Source: an optimization exercise on an open RTL-to-GDS flow (aim: a short achievable clock period and few clock cycles). Production flows keep margins and buffers that such runs may drop.
Where RTL was checked, it was by simulation tests only, not by an equivalence proof against the original.

==> flow/design.v (excerpt) <==
module CPU(
  input clk, rst, ready,
  input [15:0] data_in,
  output reg load, store,
  output reg code_seg, data_seg, stack_seg,
  output alu_wb,
  output [23:0] addr_out,
  output [15:0] data_out
  );
==> flow/config.mk <==
export PLATFORM = sky130hd
export DESIGN_NAME = CPU
export DESIGN_NICKNAME = CPU
export VERILOG_FILES = /design/flow/design.v
export SDC_FILE = /design/flow/constraint.sdc
export NUM_CORES = 4
export LEC_CHECK = 0
export CAP_MARGIN = 75
export CORE_MARGIN = 2
export CORE_UTILIZATION = 55
export SETUP_SLACK_MARGIN = 5
export SLEW_MARGIN = 75
==> flow/constraint.sdc <==
create_clock -name core_clock -period 13.0 [get_ports {clk}]
set_input_delay 2.6000 -clock core_clock [delete_from_list [all_inputs] [get_ports {clk}]]
set_output_delay 2.6000 -clock core_clock [all_outputs]
set_load 0.01 [all_outputs]
standard.sh (not shown) runs the stock make flow with config.mk's settings and CLKGATE_MAP_FILE= SYNTH_SCRIPT=/design/flow/synth_recipe.tcl, a recipe that flattens the netlist after the stock synthesis.
==> flow/flow/run.sh <==
#!/bin/bash
# Own layout flow: the standard flow, with two changes to how cells are
# chosen after synthesis:
#  - every input and output port is buffered with sky130_fd_sc_hd__buf_4
#    (the standard flow lets the resizer pick the port buffer, and it picks a
#    delay cell, clkdlybuf4s50_1);
#  - the delay cells (clkdlybuf4s*, dlygate*, dlymetal*) are kept out of the
#    resizer's buffering, so long wires are not repaired with delay cells.
# Synthesis is the standard synthesis, run unchanged.
set -euo pipefail
bash standard.sh synth > flow_synth.log 2>&1
export DONT_USE_CELLS="sky130_fd_sc_hd__clkdlybuf4s15_1 sky130_fd_sc_hd__clkdlybuf4s15_2 sky130_fd_sc_hd__clkdlybuf4s18_1 sky130_fd_sc_hd__clkdlybuf4s18_2 sky130_fd_sc_hd__clkdlybuf4s25_1 sky130_fd_sc_hd__clkdlybuf4s25_2 sky130_fd_sc_hd__clkdlybuf4s50_1 sky130_fd_sc_hd__clkdlybuf4s50_2 sky130_fd_sc_hd__dlygate4sd1_1 sky130_fd_sc_hd__dlygate4sd2_1 sky130_fd_sc_hd__dlygate4sd3_1 sky130_fd_sc_hd__dlymetal6s2s_1 sky130_fd_sc_hd__dlymetal6s4s_1 sky130_fd_sc_hd__dlymetal6s6s_1"
export BUFFER_PORTS_ARGS="-buffer_cell sky130_fd_sc_hd__buf_4"
bash standard.sh > flow_layout.log 2>&1
The starting point ran to the end with no violations.
Edit:
--- a/flow/design.v
+++ b/flow/design.v
@@ -62,22 +62,20 @@
   input [15:0] pc_next,
   input [7:0] wr_itr, wr_gpr,      
   input wr_ss, wr_ds, wr_cs,
   input twb,
   input ALU_en, awb,
   input mem_wr,                    
   input [2:0] rsel_a,
   input [1:0] rsel_b,
-  input [3:0] rsel_c,              
   input [7:0] sel_itr, sel_gpr,
   input sel_ss, sel_ds, sel_cs,
   input [15:0] imm_q,
   output [15:0] out_A, out_B, main_bus,
-  output [7:0] out_C,
   output [15:0] PC, V2, ACC,
   output reg [7:0] CS, DS, SS
   );
   reg [7:0] lo_ITR [7:0];
   reg [7:0] hi_ITR [7:0];
   reg [7:0] lo_GPR [7:0];
   reg [7:0] hi_GPR [7:0];
   integer i;
@@ -125,17 +123,16 @@
     bus_r = imm_q | {8'h00, ({8{sel_ss}} & SS) | ({8{sel_ds}} & DS) | ({8{sel_cs}} & CS)};
     for (i = 0; i < 8; i = i + 1)
       bus_r = bus_r | ({16{sel_itr[i]}} & {hi_ITR[i], lo_ITR[i]}) |
                       ({16{sel_gpr[i]}} & {hi_GPR[i], lo_GPR[i]});
   end
   assign main_bus = bus_r;
   assign out_A = { hi_ITR[rsel_a], lo_ITR[rsel_a] };
   assign out_B = { hi_ITR[rsel_b], lo_ITR[rsel_b] };
-  assign out_C = rsel_c[3] ? lo_ITR[rsel_c[2:0]] : lo_GPR[rsel_c[2:0]];
   assign PC = {hi_ITR[7], lo_ITR[7]};
   assign V2 = {hi_ITR[2], lo_ITR[2]};
   assign ACC = {hi_ITR[3], lo_ITR[3]};
 endmodule
 `timescale 1ns / 1ps
 module DEC(
   input [15:0] IRH, IRL,
   input [4:0] flags,
@@ -223,17 +220,17 @@
   reg wb_out;
   reg [15:0] opA, opNB, npc;
   reg [23:0] nxa;  
   reg [7:0] q_sel_itr, q_sel_gpr, q_wr_itr, q_wr_gpr;
   reg q_sel_ss, q_sel_ds, q_sel_cs, q_wr_ss, q_wr_ds, q_wr_cs, q_twb, q_pcw, q_csw;
   reg [15:0] imm_q;
   reg q_notb, q_cin, q_xor, q_and, q_or, q_nor, q_sum, q_shl, q_shr, q_arth, q_rot, q_alu_en;
   wire [15:0] rd_A, rd_B, bus_q, alu_Qo, PC, V2, ACC;
-  wire [7:0] CS, DS, SS, rd_C;
+  wire [7:0] CS, DS, SS;
   wire ctrlo, aluo, poso, immo, twb, awb, new_carry_flag;
   wire tgpr_dst, titr_dst, tss_dst, tds_dst, tcs_dst;
   wire tgpr_src, titr_src, tss_src, tds_src, tcs_src;
   wire [4:0] pcpos;
   wire [2:0] isrc, idst, iscra;
   wire [1:0] iscrb;
   wire [15:0] imm_value;
   wire [5:0] alu_opc_x;
@@ -281,32 +278,32 @@
     clk, rst, xe,
     alu_Qo, data_in,
     pc_next,
     q_wr_itr, q_wr_gpr,
     q_wr_ss, q_wr_ds, q_wr_cs,
     q_twb,
     q_alu_en, awb,
     mem_wr,
-    n_iscra, n_iscrb, data_in[14:11],
+    n_iscra, n_iscrb,
     q_sel_itr, q_sel_gpr,
     q_sel_ss, q_sel_ds, q_sel_cs,
     imm_q,
-    rd_A, rd_B, bus_q, rd_C,
+    rd_A, rd_B, bus_q,
     PC, V2, ACC,
     CS, DS, SS
   );
   wire [15:0] pc_seq = PC + 16'h4;
   wire [15:0] pc_br = PC + {{10{IR[1][12]}}, IR[1][11:8], 2'b00} + 16'h4;
   wire br_ok = ~IR[1][15] & (dec_x_branch | ~IR[1][13]) & (|IR[1][12:8]);
   wire n_br = br_ok & ~(IR[1][14] & data_in[0]);
   wire [15:0] pc_pred = n_br ? pc_br : pc_seq;
   wire n_mem = IR[1][15:14] == 2'b01 && data_in[8];
-  wire n_bub = n_pc_write;
-  wire [23:0] a_L = n_mem ? {data_in[6] ? SS : DS, ACC} : {n_cs_write ? rd_C : CS, pc_pred};
+  wire n_bub = n_pc_write | n_cs_write;
+  wire [23:0] a_L = n_mem ? {data_in[6] ? SS : DS, ACC} : {CS, pc_pred};
   wire [23:0] a_nx = xe ? {cs_next, pc_next} : nxa;
   wire [23:0] a_rdy = st_L ? a_L :
                       st_H ? (load ? {addr_r[23:16], addr_r[15:0] + 16'h2} : addr_r) :
                       st_M ? a_nx : addr_r;
   wire [23:0] a_next = ready ? a_rdy : (st_B ? a_nx : addr_r);
   always @(posedge clk or posedge rst) begin
     if (rst) begin
       IR[1] <= 16'h0; IR[0] <= 16'h0;
Effect: Design area goes down by 3.4%. Wire length came out lower by 12%. Worst hold slack degrades by 0.0069 ns. Non-clock buffer count drops by 8. Final cell count drops by 5.7%. First-iteration DRC count came out lower by 7.6%.
Testbench counts after the change, summed over its fixed seeds: cycles 26,244.
The RTL of the first run of this note was laid out without a check of its function.

## re-timing with driven ports
The flow's constraints put no driver on any port. The routed layouts listed below were extracted and timed again, unchanged, in two steps. Step 1 assumes that a clkbuf_16 drives the clock port and a buf_2 every other input. Step 2 adds t to the input delays and takes it off the output delays; t is the mean of the earliest and latest rising clock arrival at the registers after step 1. Input paths then give back, and output paths get back, about the clock's delay inside the block. Slacks: no drivers / after step 1 / after step 2; pairs: no drivers / after step 1.
run	shift t [ns]	slack for setup (ns)	worst slew at a driven data input, ns
the first run	0.681	8.752 / 8.767 / 8.086	0.06
the second run	0.673	9.090 / 9.030 / 8.510	0.08
After both steps setup and hold are still met in every run listed. The setup slack of the first run, which loses most, moves by +0.015 ns with the drivers and by -0.666 ns with both steps. Setup slack includes reset recovery checks.
